Context: an optimization exercise on an open-source flow, tuned for small area and a short achievable clock period. The choices shown serve that exercise and are no tape-out recipe. Function was not checked in any run shown here: the RTL went through the layout flow alone. No activity file was given, so power comes from the tool's default toggle rates.

==> flow/design.v, too long to show whole: its modules and the start of the top module <==
// module reflex_core: 1663 lines
// module rc_fa: 4 lines
// module rc_nand4: 3 lines
// module rc_nor4: 3 lines
// module rc_ha: 4 lines
// module rc_pp: 3 lines
module reflex_core (
    input wire clk,
    input wire rst_n,
    input wire signed [15:0] z_pos,
    input wire signed [15:0] z_vel,
    input wire signed [15:0] kp_gain,
    input wire signed [15:0] kd_gain,
    input wire signed [15:0] vel_threshold,
    output wire signed [15:0] u_out,
    output reg guardian_active
);
  // ...
==> flow/run.sh <==
#!/bin/bash
# synth_recipe.tcl (not shown) runs the flow's synth.tcl, then flattens the netlist and writes it again
# the make line also repeats each setting of config.mk as NAME=value (left out here)
make -C /OpenROAD-flow-scripts/flow DESIGN_CONFIG=/design/flow/config.mk WORK_HOME=/design/flow/orfs CLKGATE_MAP_FILE= SYNTH_SCRIPT=/design/flow/synth_recipe.tcl finish
==> flow/config.mk <==
export PLATFORM = sky130hd
export DESIGN_NAME = reflex_core
export DESIGN_NICKNAME = reflex_core
export VERILOG_FILES = /design/flow/design.v
export SDC_FILE = /design/flow/constraint.sdc
export NUM_CORES = 4
export LEC_CHECK = 0
export CAP_MARGIN = 20
export CORE_MARGIN = 2
export CORE_UTILIZATION = 40
export SETUP_SLACK_MARGIN = 3.5
export SLEW_MARGIN = 20
export SYNTH_HIERARCHICAL = 1
==> flow/constraint.sdc <==
create_clock -name core_clock -period 8.0 [get_ports {clk}]
set_input_delay 1.6000 -clock core_clock [delete_from_list [all_inputs] [get_ports {clk}]]
set_output_delay 1.6000 -clock core_clock [all_outputs]
set_load 0.01 [all_outputs]
==> results.sh, run 1 <==
export IMPL_synthTopCellsByArea="fa_1, dfxtp_1, xnor2_1"
export IMPL_synth_cell_area_sq_um=16000
export IMPL_clock_path_buffers=2
export IMPL_final_clk_cell_share=0.0296
export IMPL_grt_use_total=0.226
export IMPL_maxCapViolCount=0
export IMPL_yosysTopAreaCellShare=0.290
export IMPL_largest_register_ff_count=63
export IMPL_ys_seq_area_frac=0.185
export IMPL_signal_buffers=132
export IMPL_top_power_group="combinational cells"
export IMPL_critPathSlowestCell="o32a_4"
export IMPL_synth_cells=1574
export IMPL_timing_hold_ws_ns=0.355
export IMPL_seq_power_uw=1480
export IMPL_worstSetupPathType="reg -> out"
export IMPL_worst_setup_path_start_kind="flop"
export IMPL_syn_area_per_cell_sq_um=10.2
export IMPL_ys_warnings_count=7
export IMPL_use_met3=0.0362
export IMPL_synth_cell_types=62
export IMPL_htreeDepth=4
export IMPL_first_pass_iters=4
export IMPL_ctsRootBufferMaster="clkbuf_16"
export IMPL_hold_path_depth=0
export IMPL_antenna_cells=0
export IMPL_vias=12600
export IMPL_wl_met3_um=3380
export IMPL_cp_depth=11
export IMPL_synth_simple_area_share=0.0647
export IMPL_clock_skew_ns=0.0109
export IMPL_yosysTopAreaCell="fa_1"
export IMPL_start_util=0.403
export IMPL_multi_input_gates=1270
export IMPL_drv_slew=0
export IMPL_ant_nets=0
export IMPL_status="complete, no violations"
==> inputs of run 2 (changes only) <==
--- a/flow/design.v
+++ b/flow/design.v
@@ -1381,24 +1381,56 @@
     wire s1035, c1036;
     rc_fa u_s1035 (.a(s919), .b(c974), .c(s975), .s(s1035), .co(c1036));
     wire s1037, c1038;
     rc_fa u_s1037 (.a(c920), .b(s977), .c(c976), .s(s1037), .co(c1038));
     wire s1039, c1040;
     rc_fa u_s1039 (.a(c922), .b(s979), .c(c978), .s(s1039), .co(c1040));
     wire s1041, c1042;
     rc_fa u_s1041 (.a(pt264), .b(dq543), .c(c980), .s(s1041), .co(c1042));
+    wire lp0 = (dq282 ^ s981);
+    wire lg0 = (dq282 & s981);
+    wire lp1 = (c982 ^ s983);
+    wire lg1 = (c982 & s983);
+    wire lp2 = (c984 ^ s985);
+    wire lg2 = (c984 & s985);
+    wire lp3 = (c986 ^ s987);
+    wire lg3 = (c986 & s987);
+    wire lp4 = (c988 ^ s989);
+    wire lg4 = (c988 & s989);
+    wire lp5 = (c990 ^ s991);
+    wire lg5 = (c990 & s991);
+    wire lpg1_1 = lg1 | (lp1 & lg0);
+    wire lpp1_1 = lp1 & lp0;
+    wire lpg1_3 = lg3 | (lp3 & lg2);
+    wire lpp1_3 = lp3 & lp2;
+    wire lpg1_5 = lg5 | (lp5 & lg4);
+    wire lpp1_5 = lp5 & lp4;
+    wire lpg2_2 = lg2 | (lp2 & lpg1_1);
+    wire lpp2_2 = lp2 & lpp1_1;
+    wire lpg2_3 = lpg1_3 | (lpp1_3 & lpg1_1);
+    wire lpp2_3 = lpp1_3 & lpp1_1;
+    wire lpg4_4 = lg4 | (lp4 & lpg2_3);
+    wire lpp4_4 = lp4 & lpp2_3;
+    wire lpg4_5 = lpg1_5 | (lpp1_5 & lpg2_3);
+    wire lpp4_5 = lpp1_5 & lpp2_3;
+    wire ls0 = lp0 ^ 1'b0;
+    wire ls1 = lp1 ^ lg0;
+    wire ls2 = lp2 ^ lpg1_1;
+    wire ls3 = lp3 ^ lpg2_2;
+    wire ls4 = lp4 ^ lpg2_3;
+    wire ls5 = lp5 ^ lpg4_4;
     reg vld_b;
     always @(posedge clk or negedge rst_n)
         if (!rst_n) vld_b <= 1'b0;
         else vld_b <= vld_a;
-    reg [62:0] cs;
-    always @(posedge clk) cs <= {(dt544 ^ c1042), (c1040 & s1041), (c1040 ^ s1041), (c1038 & s1039), (c1038 ^ s1039), (c1036 & s1037), (c1036 ^ s1037), (c1034 & s1035), (c1034 ^ s1035), (c1032 & s1033), (c1032 ^ s1033), (c1030 & s1031), (c1030 ^ s1031), (c1028 & s1029), (c1028 ^ s1029), (c1026 & s1027), (c1026 ^ s1027), (c1024 & s1025), (c1024 ^ s1025), (c1022 & s1023), (c1022 ^ s1023), (c1020 & s1021), (c1020 ^ s1021), (c1018 & s1019), (c1018 ^ s1019), (c1016 & s1017), (c1016 ^ s1017), (c1014 & s1015), (c1014 ^ s1015), (c1012 & s1013), (c1012 ^ s1013), (c1010 & s1011), (c1010 ^ s1011), (c1008 & s1009), (c1008 ^ s1009), (c1006 & s1007), (c1006 ^ s1007), (c1004 & s1005), (c1004 ^ s1005), (c1002 & s1003), (c1002 ^ s1003), (c1000 & s1001), (c1000 ^ s1001), (c998 & s999), (c998 ^ s999), (c996 & s997), (c996 ^ s997), (c994 & s995), (c994 ^ s995), (c992 & s993), (c992 ^ s993), (c990 & s991), (c990 ^ s991), (c988 & s989), (c988 ^ s989), (c986 & s987), (c986 ^ s987), (c984 & s985), (c984 ^ s985), (c982 & s983), (c982 ^ s983), (dq282 & s981), (dq282 ^ s981)};
-    wire [31:0] rp = {cs[62], cs[60], cs[58], cs[56], cs[54], cs[52], cs[50], cs[48], cs[46], cs[44], cs[42], cs[40], cs[38], cs[36], cs[34], cs[32], cs[30], cs[28], cs[26], cs[24], cs[22], cs[20], cs[18], cs[16], cs[14], cs[12], cs[10], cs[8], cs[6], cs[4], cs[2], cs[0]};
-    wire [31:0] rg = {1'b0, cs[61], cs[59], cs[57], cs[55], cs[53], cs[51], cs[49], cs[47], cs[45], cs[43], cs[41], cs[39], cs[37], cs[35], cs[33], cs[31], cs[29], cs[27], cs[25], cs[23], cs[21], cs[19], cs[17], cs[15], cs[13], cs[11], cs[9], cs[7], cs[5], cs[3], cs[1]};
+    reg [57:0] cs;
+    always @(posedge clk) cs <= {lpg4_5, ls5, ls4, ls3, ls2, ls1, ls0, (dt544 ^ c1042), (c1040 & s1041), (c1040 ^ s1041), (c1038 & s1039), (c1038 ^ s1039), (c1036 & s1037), (c1036 ^ s1037), (c1034 & s1035), (c1034 ^ s1035), (c1032 & s1033), (c1032 ^ s1033), (c1030 & s1031), (c1030 ^ s1031), (c1028 & s1029), (c1028 ^ s1029), (c1026 & s1027), (c1026 ^ s1027), (c1024 & s1025), (c1024 ^ s1025), (c1022 & s1023), (c1022 ^ s1023), (c1020 & s1021), (c1020 ^ s1021), (c1018 & s1019), (c1018 ^ s1019), (c1016 & s1017), (c1016 ^ s1017), (c1014 & s1015), (c1014 ^ s1015), (c1012 & s1013), (c1012 ^ s1013), (c1010 & s1011), (c1010 ^ s1011), (c1008 & s1009), (c1008 ^ s1009), (c1006 & s1007), (c1006 ^ s1007), (c1004 & s1005), (c1004 ^ s1005), (c1002 & s1003), (c1002 ^ s1003), (c1000 & s1001), (c1000 ^ s1001), (c998 & s999), (c998 ^ s999), (c996 & s997), (c996 ^ s997), (c994 & s995), (c994 ^ s995), (c992 & s993), (c992 ^ s993)};
+    wire [31:0] rp = {cs[50], cs[48], cs[46], cs[44], cs[42], cs[40], cs[38], cs[36], cs[34], cs[32], cs[30], cs[28], cs[26], cs[24], cs[22], cs[20], cs[18], cs[16], cs[14], cs[12], cs[10], cs[8], cs[6], cs[4], cs[2], cs[0], 1'b0, 1'b0, 1'b0, 1'b0, 1'b0, 1'b0};
+    wire [31:0] rg = {1'b0, cs[49], cs[47], cs[45], cs[43], cs[41], cs[39], cs[37], cs[35], cs[33], cs[31], cs[29], cs[27], cs[25], cs[23], cs[21], cs[19], cs[17], cs[15], cs[13], cs[11], cs[9], cs[7], cs[5], cs[3], cs[1], cs[57], 1'b0, 1'b0, 1'b0, 1'b0, 1'b0};
     wire [31:0] rk = ~(rp | rg);
     wire pg0_1 = rg[1] | (rp[1] & rg[0]);
     wire pp0_1 = rp[1] & rp[0];
     wire pg0_3 = rg[3] | (rp[3] & rg[2]);
     wire pp0_3 = rp[3] & rp[2];
     wire pg0_5 = rg[5] | (rp[5] & rg[4]);
     wire pp0_5 = rp[5] & rp[4];
     wire pg0_7 = rg[7] | (rp[7] & rg[6]);
@@ -1573,108 +1605,29 @@
     assign c[24] = pg4_23;
     assign c[25] = pg4_24;
     assign c[26] = pg4_25;
     assign c[27] = pg4_26;
     assign c[28] = pg4_27;
     assign c[29] = pg4_28;
     assign c[30] = pg4_29;
     assign c[31] = pg4_30;
-    wire [31:0] r = rp ^ {c[31:1], 1'b0};
-    wire z_hi_t0 = ~(~rk[11] ^ rp[12]);
-    wire z_hi_t1 = ~(~rk[12] ^ rp[13]);
-    wire z_hi_t2 = ~(~rk[13] ^ rp[14]);
-    wire z_hi_t3 = ~(~rk[14] ^ rp[15]);
-    wire z_hi_t4 = ~(~rk[15] ^ rp[16]);
-    wire z_hi_t5 = ~(~rk[16] ^ rp[17]);
-    wire z_hi_t6 = ~(~rk[17] ^ rp[18]);
-    wire z_hi_t7 = ~(~rk[18] ^ rp[19]);
-    wire z_hi_t8 = ~(~rk[19] ^ rp[20]);
-    wire z_hi_t9 = ~(~rk[20] ^ rp[21]);
-    wire z_hi_t10 = ~(~rk[21] ^ rp[22]);
-    wire z_hi_t11 = ~(~rk[22] ^ rp[23]);
-    wire z_hi_t12 = ~(~rk[23] ^ rp[24]);
-    wire z_hi_t13 = ~(~rk[24] ^ rp[25]);
-    wire z_hi_t14 = ~(~rk[25] ^ rp[26]);
-    wire z_hi_t15 = ~(~rk[26] ^ rp[27]);
-    wire z_hi_t16 = ~(~rk[27] ^ rp[28]);
-    wire z_hi_t17 = ~(~rk[28] ^ rp[29]);
-    wire z_hi_t18 = ~(~rk[29] ^ rp[30]);
-    wire z_hi_t19 = ~(~rk[30] ^ rp[31]);
-    wire z_hi_n0;
-    rc_nand4 u_z_hi_n0 (.a(z_hi_t0), .b(z_hi_t1), .c(z_hi_t2), .d(z_hi_t3), .y(z_hi_n0));
-    wire z_hi_n1;
-    rc_nand4 u_z_hi_n1 (.a(z_hi_t4), .b(z_hi_t5), .c(z_hi_t6), .d(z_hi_t7), .y(z_hi_n1));
-    wire z_hi_n2;
-    rc_nand4 u_z_hi_n2 (.a(z_hi_t8), .b(z_hi_t9), .c(z_hi_t10), .d(z_hi_t11), .y(z_hi_n2));
-    wire z_hi_n3;
-    rc_nand4 u_z_hi_n3 (.a(z_hi_t12), .b(z_hi_t13), .c(z_hi_t14), .d(z_hi_t15), .y(z_hi_n3));
-    wire z_hi_n4;
-    rc_nand4 u_z_hi_n4 (.a(z_hi_t16), .b(z_hi_t17), .c(z_hi_t18), .d(z_hi_t19), .y(z_hi_n4));
-    wire z_hi_a0;
-    rc_nor4 u_z_hi_a0 (.a(z_hi_n0), .b(z_hi_n1), .c(z_hi_n2), .d(z_hi_n3), .y(z_hi_a0));
-    wire z_hi_a1;
-    rc_nor4 u_z_hi_a1 (.a(z_hi_n4), .b(1'b0), .c(1'b0), .d(1'b0), .y(z_hi_a1));
-    wire z_hi = z_hi_a0 & z_hi_a1 & ~(rp[11] ^ c[11]);
-    wire o_hi_t0 = ~(rg[11] ^ ~rp[12]);
-    wire o_hi_t1 = ~(rg[12] ^ ~rp[13]);
-    wire o_hi_t2 = ~(rg[13] ^ ~rp[14]);
-    wire o_hi_t3 = ~(rg[14] ^ ~rp[15]);
-    wire o_hi_t4 = ~(rg[15] ^ ~rp[16]);
-    wire o_hi_t5 = ~(rg[16] ^ ~rp[17]);
-    wire o_hi_t6 = ~(rg[17] ^ ~rp[18]);
-    wire o_hi_t7 = ~(rg[18] ^ ~rp[19]);
-    wire o_hi_t8 = ~(rg[19] ^ ~rp[20]);
-    wire o_hi_t9 = ~(rg[20] ^ ~rp[21]);
-    wire o_hi_t10 = ~(rg[21] ^ ~rp[22]);
-    wire o_hi_t11 = ~(rg[22] ^ ~rp[23]);
-    wire o_hi_t12 = ~(rg[23] ^ ~rp[24]);
-    wire o_hi_t13 = ~(rg[24] ^ ~rp[25]);
-    wire o_hi_t14 = ~(rg[25] ^ ~rp[26]);
-    wire o_hi_t15 = ~(rg[26] ^ ~rp[27]);
-    wire o_hi_t16 = ~(rg[27] ^ ~rp[28]);
-    wire o_hi_t17 = ~(rg[28] ^ ~rp[29]);
-    wire o_hi_t18 = ~(rg[29] ^ ~rp[30]);
-    wire o_hi_t19 = ~(rg[30] ^ ~rp[31]);
-    wire o_hi_n0;
-    rc_nand4 u_o_hi_n0 (.a(o_hi_t0), .b(o_hi_t1), .c(o_hi_t2), .d(o_hi_t3), .y(o_hi_n0));
-    wire o_hi_n1;
-    rc_nand4 u_o_hi_n1 (.a(o_hi_t4), .b(o_hi_t5), .c(o_hi_t6), .d(o_hi_t7), .y(o_hi_n1));
-    wire o_hi_n2;
-    rc_nand4 u_o_hi_n2 (.a(o_hi_t8), .b(o_hi_t9), .c(o_hi_t10), .d(o_hi_t11), .y(o_hi_n2));
-    wire o_hi_n3;
-    rc_nand4 u_o_hi_n3 (.a(o_hi_t12), .b(o_hi_t13), .c(o_hi_t14), .d(o_hi_t15), .y(o_hi_n3));
-    wire o_hi_n4;
-    rc_nand4 u_o_hi_n4 (.a(o_hi_t16), .b(o_hi_t17), .c(o_hi_t18), .d(o_hi_t19), .y(o_hi_n4));
-    wire o_hi_a0;
-    rc_nor4 u_o_hi_a0 (.a(o_hi_n0), .b(o_hi_n1), .c(o_hi_n2), .d(o_hi_n3), .y(o_hi_a0));
-    wire o_hi_a1;
-    rc_nor4 u_o_hi_a1 (.a(o_hi_n4), .b(1'b0), .c(1'b0), .d(1'b0), .y(o_hi_a1));
-    wire o_hi = o_hi_a0 & o_hi_a1 & (rp[11] ^ c[11]);
-    wire f_a = (rp[5] ^ c[5]) & ~(rg[5] ^ ~rp[6]) & ~(rg[6] ^ ~rp[7]) & ~(rg[7] ^ ~rp[8]) & ~(rg[8] ^ ~rp[9]) & ~(rg[9] ^ ~rp[10]);
-    wire f_b = (rp[4] ^ c[4]) & ~(rg[4] ^ rp[5]) & ~(~rk[5] ^ ~rp[6]) & ~(rg[6] ^ ~rp[7]) & ~(rg[7] ^ ~rp[8]) & ~(rg[8] ^ ~rp[9]) & ~(rg[9] ^ ~rp[10]);
-    wire f_c = ~rp[0] & ~(~rk[0] ^ rp[1]) & ~(~rk[1] ^ rp[2]) & ~(~rk[2] ^ rp[3]);
-    wire f_d = ~(rp[6] ^ c[6]) & ~(~rk[6] ^ rp[7]) & ~(~rk[7] ^ rp[8]) & ~(~rk[8] ^ rp[9]) & ~(~rk[9] ^ rp[10]);
-    wire f_e = (rp[4] ^ c[4]) & ~(rg[4] ^ ~rp[5]);
-    wire gt2000 = f_a | (f_b & ~f_c);
-    wire lt48 = f_d & ~f_e;
+    wire [31:0] r = {rp[31] ^ c[31], rp[30] ^ c[30], rp[29] ^ c[29], rp[28] ^ c[28], rp[27] ^ c[27], rp[26] ^ c[26], rp[25] ^ c[25], rp[24] ^ c[24], rp[23] ^ c[23], rp[22] ^ c[22], rp[21] ^ c[21], rp[20] ^ c[20], rp[19] ^ c[19], rp[18] ^ c[18], rp[17] ^ c[17], rp[16] ^ c[16], rp[15] ^ c[15], rp[14] ^ c[14], rp[13] ^ c[13], rp[12] ^ c[12], rp[11] ^ c[11], rp[10] ^ c[10], rp[9] ^ c[9], rp[8] ^ c[8], rp[7] ^ c[7], rp[6] ^ c[6], cs[56], cs[55], cs[54], cs[53], cs[52], cs[51]};
+    wire z_hi = ~(rp[11] ^ c[11]) & ~(~rk[11] ^ rp[12]) & ~(~rk[12] ^ rp[13]) & ~(~rk[13] ^ rp[14]) & ~(~rk[14] ^ rp[15]) & ~(~rk[15] ^ rp[16]) & ~(~rk[16] ^ rp[17]) & ~(~rk[17] ^ rp[18]) & ~(~rk[18] ^ rp[19]) & ~(~rk[19] ^ rp[20]) & ~(~rk[20] ^ rp[21]) & ~(~rk[21] ^ rp[22]) & ~(~rk[22] ^ rp[23]) & ~(~rk[23] ^ rp[24]) & ~(~rk[24] ^ rp[25]) & ~(~rk[25] ^ rp[26]) & ~(~rk[26] ^ rp[27]) & ~(~rk[27] ^ rp[28]) & ~(~rk[28] ^ rp[29]) & ~(~rk[29] ^ rp[30]) & ~(~rk[30] ^ rp[31]);
+    wire o_hi = (rp[11] ^ c[11]) & ~(rg[11] ^ ~rp[12]) & ~(rg[12] ^ ~rp[13]) & ~(rg[13] ^ ~rp[14]) & ~(rg[14] ^ ~rp[15]) & ~(rg[15] ^ ~rp[16]) & ~(rg[16] ^ ~rp[17]) & ~(rg[17] ^ ~rp[18]) & ~(rg[18] ^ ~rp[19]) & ~(rg[19] ^ ~rp[20]) & ~(rg[20] ^ ~rp[21]) & ~(rg[21] ^ ~rp[22]) & ~(rg[22] ^ ~rp[23]) & ~(rg[23] ^ ~rp[24]) & ~(rg[24] ^ ~rp[25]) & ~(rg[25] ^ ~rp[26]) & ~(rg[26] ^ ~rp[27]) & ~(rg[27] ^ ~rp[28]) & ~(rg[28] ^ ~rp[29]) & ~(rg[29] ^ ~rp[30]) & ~(rg[30] ^ ~rp[31]);
+    wire gt2000 = (&r[10:5]) | ((r[10:4] == 7'b1111101) & (|r[3:0]));
+    wire lt48 = ~(|r[10:6]) & ~(r[5] & r[4]);
     wire fits = z_hi | o_hi;
     wire sat_hi = fits ? (z_hi & gt2000) : ~r[31];
     wire sat_lo = fits ? (o_hi & lt48) : r[31];
     assign u_out = ~vld_b ? 16'd0 : sat_hi ? 16'd2000 : sat_lo ? 16'hf830 : r[15:0];
 endmodule
 module rc_fa (input wire a, input wire b, input wire c, output wire s, output wire co);
     assign s = a ^ b ^ c;
     assign co = (a & b) | (a & c) | (b & c);
 endmodule
-module rc_nand4 (input wire a, input wire b, input wire c, input wire d, output wire y);
-    assign y = ~(a & b & c & d);
-endmodule
-module rc_nor4 (input wire a, input wire b, input wire c, input wire d, output wire y);
-    assign y = ~(a | b | c | d);
-endmodule
 module rc_ha (input wire a, input wire b, output wire s, output wire co);
     assign s = a ^ b;
     assign co = a & b;
 endmodule
 module rc_pp (input wire onen, input wire twon, input wire x0n, input wire x1n, output wire pp);
     assign pp = ~((onen | x0n) & (twon | x1n));
 endmodule
==> flow/flow/run.sh (new file) <==
#!/bin/bash
set -o pipefail
export BUFFER_PORTS_ARGS="-buffer_cell sky130_fd_sc_hd__buf_1"
bash standard.sh > standard.log 2>&1
status=$?
tail -n 40 standard.log
exit $status
==> flow/standard.sh (new file) <==
#!/bin/bash
# synth_recipe.tcl (not shown) runs the flow's synth.tcl, then flattens the netlist and writes it again
# the make line also repeats each setting of config.mk as NAME=value (left out here)
make -C /OpenROAD-flow-scripts/flow DESIGN_CONFIG=/design/flow/config.mk WORK_HOME=/design/flow/orfs CLKGATE_MAP_FILE= SYNTH_SCRIPT=/design/flow/synth_recipe.tcl "${@:-finish}"
removed: flow/run.sh
==> run 2 against run 1 <==
- utilization fell by 1.3 points
- total power fell by 3.5%
- sequential power fell by 5%
- setup slack improved by 0.0028 ns
- critical path depth fell by 3
- clock power rose by 12%
- first-iteration DRC count rose by 32%
- synthesized area fell by 3.9%
==> results.sh, run 2 <==
export IMPL_status="complete, no violations"
export IMPL_ctsRootBufferMaster="clkbuf_16"
export IMPL_grt_pass1_wl_um=70600
export IMPL_syn_area_per_cell_sq_um=10.4
export IMPL_yosysTopAreaCell="fa_1"
export IMPL_swShare=0.469
export IMPL_critPathSlowestCell="or4_4"
export IMPL_routed_wl_um=45800
export IMPL_num_rows=71
export IMPL_synth_edff_count=0
export IMPL_cp_data_arrival_time_ns=3.01
export IMPL_ios=99
export IMPL_top_register="cs"
export IMPL_maxCapViolCount=0
export IMPL_grt_use_total=0.239
export IMPL_cp_max_fo=4
export IMPL_ys_warnings_count=7
export IMPL_die_w_um=200
export IMPL_io_buffers=98
export IMPL_path_clk_slew_ns=0.07
export IMPL_overflow=0
export IMPL_grt_pass1_vias=11900
export IMPL_worstSetupPathType="reg -> out"
export IMPL_ys_top_cells_by_count="xnor2_1, o22ai_1, fa_1, dfxtp_1, ha_1"
export IMPL_p_leak_uw=0.00662
export IMPL_fillers=3559
export IMPL_cp_end_kind="primary output"
export IMPL_first_pass_iters=7
export IMPL_critPathMaxStageDelay_ns=0.61
export IMPL_ir_drop_mv=0.334
export IMPL_clk_latency_ns=0.44
export IMPL_setup_viol=0
export IMPL_antenna_cells=0
export IMPL_drive_gt1_frac=0.0734
export IMPL_rsz0062_at_grt="true"
export IMPL_critPathRequiredTime_ns=6.40
export IMPL_synthArstFlopShare=0.0211
export IMPL_p_clk_frac=0.108
export IMPL_routed_via_density=5.71
export IMPL_final_cell_mix="xnor2_1, o22ai_1, fa_1, dfxtp_1, ha_1"
export IMPL_worst_setup_path_start_kind="flop"
export IMPL_seq_power_share=0.180
export IMPL_cts_buffers=17
export IMPL_clock_path_buffers=2
export IMPL_period_share=0.576
export IMPL_die_y_um=200
export IMPL_fp_coreArea_sq_um=37800
export IMPL_crit_buf_inv=1
export IMPL_clock_skew_ns=0.0125
export IMPL_p_int_uw=4160
export IMPL_tightest_slew_ns=0.754
export IMPL_synth_seq_cells=142
export IMPL_synth_most_common_cell="xnor2_1"
export IMPL_antenna_found_initial=0
export IMPL_gp_congestion=0.974
export IMPL_cts_sinks=142
export IMPL_hold_viol=0
export IMPL_cts_hold_buf=0
export IMPL_vias=11800
export IMPL_wl_per_cell_um=22.2
export IMPL_nets=1959
export IMPL_p_switching_uw=3670
export IMPL_dieArea_sq_um=40000
export IMPL_path_delay_family="simple AND/OR/NAND/NOR gates"
export IMPL_htreeDepth=4
export IMPL_syn2layout_area_growth_pct=10.5
export IMPL_grt_max_degree=20
export IMPL_fmax_ghz=0.217
export IMPL_final_setup_tns_ns=0
export IMPL_synth_cell_area_sq_um=15400
export IMPL_final_util=0.450
export IMPL_synth_cells=1478
export IMPL_yosysTopAreaCellShare=0.306
export IMPL_final_common_cell="xnor2_1"
export IMPL_drt_iter0_markers=1103
export IMPL_timing_hold_ws_ns=0.353
export IMPL_largest_register_ff_count=58
export IMPL_ant_nets=0
export IMPL_power_density_nw_per_um2=462
export IMPL_top_regs="cs (58), zv (17), zp (16)"
export IMPL_ys_seq_area_frac=0.186
export IMPL_comb_power_share=0.713
export IMPL_synth_cell_types=60
export IMPL_synth_flop_cell="dfxtp_1"
export IMPL_crit_path_cell_trace="or3_1 > a222oi_1 > o211ai_1 > or4_4 > nor4_4 > o21a_1 > and2_1 > buf_2"
export IMPL_synthTopCellsByArea="fa_1, dfxtp_1, xnor2_1"
export IMPL_drv_slew=0
export IMPL_period_minus_slack_ns=4.61
export IMPL_start_util=0.407
export IMPL_cts_tree="yes"
export IMPL_place_hpwl_um=38500
export IMPL_drc=0
export IMPL_slew_headroom=0.497
export IMPL_hp_class="reg -> reg"
## run 2: changes by cell type after synthesis, sizes merged, moves of 6 or more
cell | before | now
a211oi | 9 | 3
a21o | 15 | 22
ha | 108 | 102
inv | 84 | 97
mux2i | 0 | 15
nand3 | 23 | 6
nor2 | 72 | 52
nor3 | 30 | 21
nor4 | 17 | 11
o211ai | 24 | 10
o21ai | 28 | 13
o311ai | 6 | 0
xor2 | 38 | 17
## run 2: timing repair
item,CTS,global route
endpoints found under the setup margin,31,34
resized for setup,37,25
buffers inserted,4,3
pin swaps,14,10
## run 2: power groups by stage
stage | combinational (uW) | clock, uW | sequential, uW
after global placement | 5270 | 0 | 1410
after detailed placement | 5510 | 0 | 1420
after global routing | 6440 | 896 | 1440
final | 5590 | 843 | 1410
after floorplan | 3860 | 0 | 1240
after CTS | 5610 | 863 | 1400
## run 2: kinds of logic (layout without fill, tap and decap cells)
family | Yosys count | after routing | synth area share
AO/OA/AOI/OAI | 380 | 380 | 0.159
adder cells (fa/ha/maj) | 337 | 337 | 0.389
XOR/XNOR | 287 | 287 | 0.164
buffers and inverters | 166 | 241 | 0.0411
AND/OR/NAND/NOR | 149 | 149 | 0.0504
flip-flops | 142 | 142 | 0.186
multiplexers | 16 | 16 | 0.0105
other | 1 | 1 | 0.000244
## run 2: area by class of cell
cell class                 instances  area, sq um  share of cell area
clock inverter                    15          186              0.0110
sequential                       142         2900               0.171
inverter                          97          364              0.0214
clock buffer                      17          425              0.0251
multi-input combinational       1170        12000               0.705
tap                              511          639              0.0377
timing repair buffer             112          499              0.0294
## run 2: metal layers
layer,GRT usage,part of all wire,wire length [um],up-vias
met3,0.0558,0.095,4330,90
met5,0,0,0,-
met1,0.340,0.45,20800,5813
met4,0.0647,0.024,1100,0
met2,0.364,0.43,19600,541
li1,-,-,-,5334
## run 2: final timing paths
check                        from               to  slack, ns  cells after the start
min reg2reg                 vld_a            vld_b       0.35                      0
max in group asynchronous   rst_n            vld_a       6.66                      1
min in group asynchronous   rst_n  guardian_active       1.05                      1
max                        cs[29]         u_out[0]       3.39                      8
max reg2reg                 zp[1]           cs[22]       3.58                      9
min                         vld_a            vld_b       0.35                      0
## run 2: per-stage QoR
step,std cells,total power [uW],worst slack [ns],instance area [sq um]
after floorplan,1478,5090,3.58,15400
after global placement,2025,6690,3.37,16200
after detailed placement,2025,6920,3.35,16200
after CTS,2061,7880,3.38,16900
after global routing,2064,8770,3.30,17000
final,2064,7840,3.39,17000
## run 2: Yosys stat by module, one instance, submodules excluded
module / copies in the design / flip-flops and latches
rc_fa: 232 / 0
rc_pp: 264 / 0
reflex_core: 1 / 142
rc_ha: 16 / 0
## run 2: worst register-to-register path: cells and delay by family, from the launching register on
family | cells | cell delay, ns
compound gates | 1 | 0.26
fa+ha+maj | 7 | 3.03
flops | 1 | 0.79
xor+xnor | 1 | 0.23
==> inputs of run 3 (changes only) <==
--- a/flow/config.mk
+++ b/flow/config.mk
@@ -9,5 +9,5 @@
 export CORE_MARGIN = 2
 export CORE_UTILIZATION = 40
-export SETUP_SLACK_MARGIN = 3.5
+export SETUP_SLACK_MARGIN = 3.7
 export SLEW_MARGIN = 20
 export SYNTH_HIERARCHICAL = 1
==> run 3 against run 2 <==
- critical endpoint unchanged
- count of clock-buffer cells in the layout is the same
- largest cell class unchanged
- sequential share of layout area grew 0.25 points
- final cell count shrank 0.15%
- first-iteration DRC count shrank 7.8%
- hold slack gained 0.011 ns
==> results.sh, run 3 <==
export IMPL_status="complete, no violations"
export IMPL_first_pass_iters=9
export IMPL_drt_iter0_markers=1017
export IMPL_ios=99
export IMPL_dieArea_sq_um=40000
export IMPL_synth_xor_xnor_area_share=0.164
export IMPL_die_y_um=200
export IMPL_synth_cells=1478
export IMPL_gp_congestion=0.950
export IMPL_routed_wl_um=46400
export IMPL_worst_setup_path_start_kind="flop"
export IMPL_top_regs="cs (58), zv (17), zp (16)"
export IMPL_ys_top_cells_by_count="xnor2_1, o22ai_1, fa_1, dfxtp_1, ha_1"
export IMPL_overflow=0
export IMPL_start_util=0.407
export IMPL_nets=1956
export IMPL_final_common_cell="xnor2_1"
export IMPL_ant_nets=0
export IMPL_ys_warnings_count=7
export IMPL_synth_flop_cell="dfxtp_1"
export IMPL_htreeDepth=4
export IMPL_final_setup_tns_ns=0
export IMPL_drv_slew=0
export IMPL_rsz0062_at_grt="true"
export IMPL_cp_end_kind="primary output"
export IMPL_drive_gt1_frac=0.0942
export IMPL_vias=11800
export IMPL_synthTopCellsByArea="fa_1, dfxtp_1, xnor2_1"
export IMPL_critPathMaxStageDelay_ns=0.60
export IMPL_synth_seq_cells=142
export IMPL_antenna_found_initial=0
export IMPL_clock_path_buffers=2
export IMPL_p_leak_uw=0.00663
export IMPL_setup_viol=0
export IMPL_critPathSlowestCell="or4_4"
export IMPL_path_clk_slew_ns=0.08
export IMPL_synth_most_common_cell="xnor2_1"
export IMPL_synth_cell_area_sq_um=15400
export IMPL_ctsRootBufferMaster="clkbuf_16"
export IMPL_power_density_nw_per_um2=456
export IMPL_cp_data_arrival_time_ns=3.01
export IMPL_fmax_ghz=0.217
export IMPL_num_rows=71
export IMPL_period_share=0.576
export IMPL_top_register="cs"
export IMPL_yosysTopAreaCellShare=0.306
export IMPL_postPlaceCellArea_sq_um=16200
export IMPL_cts_buffers=17
export IMPL_wl_per_cell_um=22.5
export IMPL_hold_viol=0
export IMPL_ir_drop_mv=0.278
export IMPL_clock_skew_ns=0.0156
export IMPL_total_power_uw=7780
export IMPL_critPathRequiredTime_ns=6.40
export IMPL_ys_seq_area_frac=0.186
export IMPL_final_cell_mix="xnor2_1, o22ai_1, fa_1, ha_1, inv_1"
export IMPL_synth_edff_count=0
export IMPL_synth_cell_types=60
export IMPL_maxCapViolCount=0
export IMPL_slew_headroom=0.462
export IMPL_grt_pass1_vias=12000
export IMPL_worstSetupPathType="reg -> out"
export IMPL_cts_tree="yes"
export IMPL_synth_compound_area_frac=0.159
export IMPL_die_w_um=200
export IMPL_final_area_sq_um=17100
export IMPL_antenna_cells=0
export IMPL_place_hpwl_um=38900
export IMPL_routed_via_density=5.74
export IMPL_final_util=0.452
export IMPL_syn_area_per_cell_sq_um=10.4
export IMPL_muxShareOfSynthArea=0.0105
export IMPL_grt_max_degree=20
export IMPL_synthArstFlopShare=0.0211
export IMPL_clk_latency_ns=0.44
export IMPL_hp_class="reg -> reg"
export IMPL_timing_hold_ws_ns=0.364
export IMPL_synth_top_family_by_area="adder cells"
export IMPL_drc=0
export IMPL_io_buffers=98
export IMPL_grt_use_total=0.239
export IMPL_largest_register_ff_count=58
export IMPL_syn2layout_area_growth_pct=11.1
export IMPL_tightest_slew_ns=0.805
export IMPL_period_minus_slack_ns=4.61
export IMPL_grt_pass1_wl_um=71100
export IMPL_synth_simple_area_share=0.0504
export IMPL_fp_coreArea_sq_um=37800
export IMPL_synthAdderAreaFrac=0.389
export IMPL_crit_path_cell_trace="or3_1 > a222oi_1 > o211ai_1 > or4_4 > nor4_4 > o21a_1 > and2_1 > buf_2"
export IMPL_cp_max_fo=6
export IMPL_yosysTopAreaCell="fa_1"
export IMPL_cts_sinks=142
## run 3: cell counts after synthesis
No cell type changed its count.
## run 3: power by group
part | switching, uW | internal, uW | leakage (uW)
logic | 2940 | 2600 | 0.00514
registers | 347 | 1080 | 0.00120
clock network | 366 | 444 | 0.000286
total | 3660 | 4120 | 0.00663
## run 3: area by class of cell
| class | count | area, sq um |
|---|---|---|
| clock inverter | 15 | 164 |
| multi-input combinational | 1170 | 12000 |
| clock buffer | 17 | 425 |
| timing repair buffer | 109 | 527 |
| tap | 511 | 639 |
| inverter | 97 | 364 |
| sequential | 142 | 2960 |
| fill | 3607 | 20700 |
## run 3: layer usage
layer,vias up,global-route usage,share of wire
li1,5335,-,-
met1,5930,0.341,0.46
met2,504,0.372,0.44
met3,71,0.0484,0.082
met4,0,0.0606,0.018
met5,-,0,0
## run 3: repair_timing
item,in CTS,in global routing
hold buffers,0,0
pin swaps,15,7
buffers inserted,2,0
gates resized for setup,64,56
endpoints found under the setup margin,41,32
hold endpoints to repair,0,0
## run 3: worst paths after layout
| check | start | endpoint | slack [ns] | cells past startpoint |
|---|---|---|---|---|
| worst max-delay path | cs[30] | u_out[0] | 3.39 | 8 |
| worst min-delay path | vld_a | vld_b | 0.36 | 0 |
| worst max register to register | zp[4] | cs[26] | 3.81 | 9 |
| worst min register to register | vld_a | vld_b | 0.36 | 0 |
| max in group asynchronous | rst_n | vld_a | 6.67 | 1 |
| min in group asynchronous | rst_n | guardian_active | 1.05 | 1 |
## run 3: critical path, delay by kind of cell (launching register included)
family          cells  cell delay (ns)
compound gates      3             0.67
flops               1             0.37
buf+inv             1             0.12
simple gates        4             1.40
## run 3: kinds of logic (layout without fill, tap and decap cells)
| group | count (synthesis) | after routing |
|---|---|---|
| adders and majority gates | 337 | 337 |
| and+or+nand+nor | 149 | 149 |
| muxes | 16 | 16 |
| AOI/OAI and AO/OA | 380 | 380 |
| buffers and inverters | 166 | 238 |
| xor gates and xnor gates | 287 | 287 |
| DFF | 142 | 142 |
| other | 1 | 1 |
## run 3: modules after synthesis, one instance, submodules excluded
| module | copies in the design | flip-flops and latches |
|---|---|---|
| rc_pp | 264 | 0 |
| rc_fa | 232 | 0 |
| reflex_core | 1 | 142 |
| rc_ha | 16 | 0 |
## run 3: through the flow
step	setup slack [ns]	cells
after floorplan	3.73	1478
after global placement	3.33	2027
after detailed placement	3.32	2027
after CTS	3.40	2061
after global routing	3.29	2061
final	3.39	2061
==> inputs of run 4 (changes only) <==
==> flow/flow/run.sh (replaced) <==
#!/bin/bash
set -o pipefail
export BUFFER_PORTS_ARGS="-buffer_cell sky130_fd_sc_hd__buf_1"
export CTS_ARGS="-sink_clustering_enable -sink_clustering_size 40 -sink_clustering_max_diameter 150 -repair_clock_nets -root_buf sky130_fd_sc_hd__clkbuf_16 -buf_list sky130_fd_sc_hd__clkbuf_16"
bash standard.sh > standard.log 2>&1
status=$?
tail -n 40 standard.log
exit $status
--- a/flow/config.mk
+++ b/flow/config.mk
@@ -9,5 +9,5 @@
 export CORE_MARGIN = 2
 export CORE_UTILIZATION = 40
-export SETUP_SLACK_MARGIN = 3.7
+export SETUP_SLACK_MARGIN = 3.5
 export SLEW_MARGIN = 20
 export SYNTH_HIERARCHICAL = 1
==> run 4 against run 3 <==
- maximum frequency grew 0.12%
- cell area shrank 0.56%
- setup slack gained 0.0056 ns
- register-to-register slack lost 0.23 ns
- synthesized cell count is the same
- via count shrank 0.52%
- first-iteration DRC count grew 8.5%
- utilization shrank 0.25 points
- non-clock buffer count grew 3
- sequential share of layout area shrank 0.25 points
- critical endpoint unchanged
==> results.sh, run 4 <==
export IMPL_hp_class="reg -> reg"
export IMPL_ys_warnings_count=7
export IMPL_worst_setup_path_start_kind="flop"
export IMPL_clock_path_buffers=2
export IMPL_period_minus_slack_ns=4.61
export IMPL_die_w_um=200
export IMPL_top_register="cs"
export IMPL_power_density_nw_per_um2=462
export IMPL_overflow=0
export IMPL_worstSetupPathType="reg -> out"
export IMPL_final_cell_mix="xnor2_1, o22ai_1, fa_1, dfxtp_1, ha_1"
export IMPL_start_util=0.407
export IMPL_synth_flop_cell="dfxtp_1"
export IMPL_gp_congestion=0.974
export IMPL_ios=99
export IMPL_htreeDepth=4
export IMPL_grt_pass1_wl_um=70600
export IMPL_status="complete, no violations"
export IMPL_synth_edff_count=0
export IMPL_fp_coreArea_sq_um=37800
export IMPL_cts_tree="yes"
export IMPL_p_leak_uw=0.00662
export IMPL_yosysTopAreaCellShare=0.306
export IMPL_antenna_cells=0
export IMPL_grt_pass1_vias=11900
export IMPL_vias=11800
export IMPL_grt_max_degree=20
export IMPL_synth_cell_area_sq_um=15400
export IMPL_setup_viol=0
export IMPL_swShare=0.469
export IMPL_fin_cells=2064
export IMPL_drive_gt1_frac=0.0734
export IMPL_syn_area_per_cell_sq_um=10.4
export IMPL_synthArstFlopShare=0.0211
export IMPL_hold_viol=0
export IMPL_cp_end_kind="primary output"
export IMPL_largest_register_ff_count=58
export IMPL_reg2reg_slack_ns=3.58
export IMPL_crit_path_cell_trace="or3_1 > a222oi_1 > o211ai_1 > or4_4 > nor4_4 > o21a_1 > and2_1 > buf_2"
export IMPL_final_setup_tns_ns=0
export IMPL_num_rows=71
export IMPL_ys_seq_area_frac=0.186
export IMPL_die_y_um=200
export IMPL_rsz0062_at_grt="true"
export IMPL_dieArea_sq_um=40000
export IMPL_ctsRootBufferMaster="clkbuf_16"
export IMPL_clk_latency_ns=0.44
export IMPL_antenna_found_initial=0
export IMPL_ant_nets=0
export IMPL_synth_cells=1478
export IMPL_path_delay_family="simple AND/OR/NAND/NOR gates"
export IMPL_fillers=3559
export IMPL_final_common_cell="xnor2_1"
export IMPL_p_int_uw=4160
export IMPL_ys_top_cells_by_count="xnor2_1, o22ai_1, fa_1, dfxtp_1, ha_1"
export IMPL_drt_iter0_markers=1103
export IMPL_period_share=0.576
export IMPL_cp_max_fo=4
export IMPL_grt_use_total=0.239
export IMPL_seq_power_share=0.180
export IMPL_io_buffers=98
export IMPL_synthTopCellsByArea="fa_1, dfxtp_1, xnor2_1"
export IMPL_comb_power_share=0.713
export IMPL_routed_wl_um=45800
export IMPL_cp_data_arrival_time_ns=3.01
export IMPL_routed_via_density=5.71
export IMPL_ir_drop_mv=0.334
export IMPL_path_clk_slew_ns=0.07
export IMPL_yosysTopAreaCell="fa_1"
export IMPL_clock_skew_ns=0.0125
export IMPL_critPathMaxStageDelay_ns=0.61
export IMPL_critPathSlowestCell="or4_4"
export IMPL_syn2layout_area_growth_pct=10.5
export IMPL_synth_seq_cells=142
export IMPL_drv_slew=0
export IMPL_cts_sinks=142
export IMPL_nets=1959
export IMPL_p_clk_frac=0.108
export IMPL_maxCapViolCount=0
export IMPL_place_hpwl_um=38500
export IMPL_slew_headroom=0.497
export IMPL_fmax_ghz=0.217
export IMPL_top_regs="cs (58), zv (17), zp (16)"
export IMPL_critPathRequiredTime_ns=6.40
export IMPL_wl_per_cell_um=22.2
export IMPL_synth_most_common_cell="xnor2_1"
export IMPL_drc=0
export IMPL_synth_cell_types=60
export IMPL_post_place_cells=2025
export IMPL_p_switching_uw=3670
export IMPL_tightest_slew_ns=0.754
export IMPL_cts_buffers=17
export IMPL_crit_buf_inv=1
export IMPL_first_pass_iters=7
==> run 4: cell counts after synthesis <==
No cell type changed its count.
==> run 4: kinds of logic after synthesis <==
group,Yosys count,synth area share
adder cells (fa/ha/maj),337,0.389
flip-flops,142,0.186
XOR/XNOR,287,0.164
AND/OR/NAND/NOR,149,0.0504
multiplexers,16,0.0105
AO/OA/AOI/OAI,380,0.159
other,1,0.000244
buffers and inverters,166,0.0411
==> run 4: through the flow <==
stage          hold slack [ns]  cell area, sq um   util  total power [uW]  worst slack (ns)
5_1_grt                  0.359             17000  0.450              8770              3.30
3_5_place_dp             0.338             16200  0.428              6920              3.35
4_1_cts                  0.353             16900  0.447              7880              3.38
3_3_place_gp             0.335             16200  0.428              6690              3.37
2_1_floorplan            0.331             15400      -              5090              3.58
6_report                 0.353             17000  0.450              7840              3.39
==> run 4: worst register-to-register path: stages (launching register included) <==
cell and delay (ns):
dfxtp_1 0.79, xnor2_1 0.23, o22ai_1 0.26, fa_1 0.49, fa_1 0.52, fa_1 0.43, fa_1 0.39, fa_1 0.51
fa_1 0.41, ha_1 0.28
==> run 4: final cells by class <==
class	instances	area, sq um	area share
clock inverters	15	186	0.0110
repair buffers	112	499	0.0294
flip-flops and latches	142	2900	0.171
inverters	97	364	0.0214
well taps	511	639	0.0377
clock buffers	17	425	0.0251
multi-input cells	1170	12000	0.705
==> run 4: routing by layer <==
metal / wire [um] / track usage / part of all wire / vias to the layer above
met3: 4330 / 0.0558 / 0.095 / 90
met4: 1100 / 0.0647 / 0.024 / 0
met1: 20800 / 0.340 / 0.45 / 5813
li1: - / - / - / 5334
met5: 0 / 0 / 0 / -
met2: 19600 / 0.364 / 0.43 / 541
==> run 4: worst paths after layout <==
| kind | from | to | depth (start not counted) |
|---|---|---|---|
| max in group asynchronous | rst_n | vld_a | 1 |
| min in group asynchronous | rst_n | guardian_active | 1 |
| worst max register to register | zp[1] | cs[22] | 9 |
| worst min-delay path | vld_a | vld_b | 0 |
| worst max-delay path | cs[29] | u_out[0] | 8 |
| worst min register to register | vld_a | vld_b | 0 |
==> run 4: repair_timing <==
action / CTS / global route
pin swaps: 14 / 10
hold buffers: 0 / 0
gates resized for setup: 37 / 25
setup endpoints to repair: 31 / 34
setup buffers: 4 / 3
==> run 4: power groups by stage <==
stage,Sequential (uW),Combinational (uW),Clock [uW]
after floorplan,1240,3860,0
after global placement,1410,5270,0
after detailed placement,1420,5510,0
after CTS,1400,5610,863
after global routing,1440,6440,896
final,1410,5590,843
==> run 4: Yosys stat by module (local to each module, per instance) <==
module	area [sq um]	cells inside	times used	flip-flops and latches
rc_fa	20.0	1	232	0
rc_ha	12.5	1	16	0
rc_pp	6.26	1	264	0
reflex_core	8870	966	1	142

-- re-timing with driven ports --
How much do the figures lean on ideal ports? The routed layouts below were timed once more, with nothing changed but the port constraints. Step 1 (the two cells are an assumption about what drives the block):
set clk [get_ports {clk}]
set_driving_cell -lib_cell sky130_fd_sc_hd__clkbuf_16 $clk
set_driving_cell -lib_cell sky130_fd_sc_hd__buf_2 [delete_from_list [all_inputs] $clk]
Step 2 also shifts input and output timing later by t, the mid clock arrival at the registers, as if the neighbouring blocks saw the same clock. a / b / c = ideal / step 1 / step 2; a / b = the first two.
run | t (ns) | setup WS [ns] | clock arrival spread, ns | worst register clock-pin slew, ns | pins driven straight from the clock port
run 1 | 0.485 | 3.392 / 3.340 / 3.313 | 0.012 / 0.012 | 0.07 / 0.07 | 1
run 2 | 0.486 | 3.395 / 3.346 / 3.578 | 0.012 / 0.012 | 0.07 / 0.07 | 1
run 3 | 0.482 | 3.389 / 3.342 / 3.663 | 0.016 / 0.016 | 0.08 / 0.08 | 1
run 4 | 0.486 | 3.395 / 3.346 / 3.578 | 0.012 / 0.012 | 0.07 / 0.07 | 1
After both steps setup and hold are still met in every run listed. For run 1, which loses most, drivers alone change the setup slack by -0.052 ns; drivers and shift together by -0.079 ns.
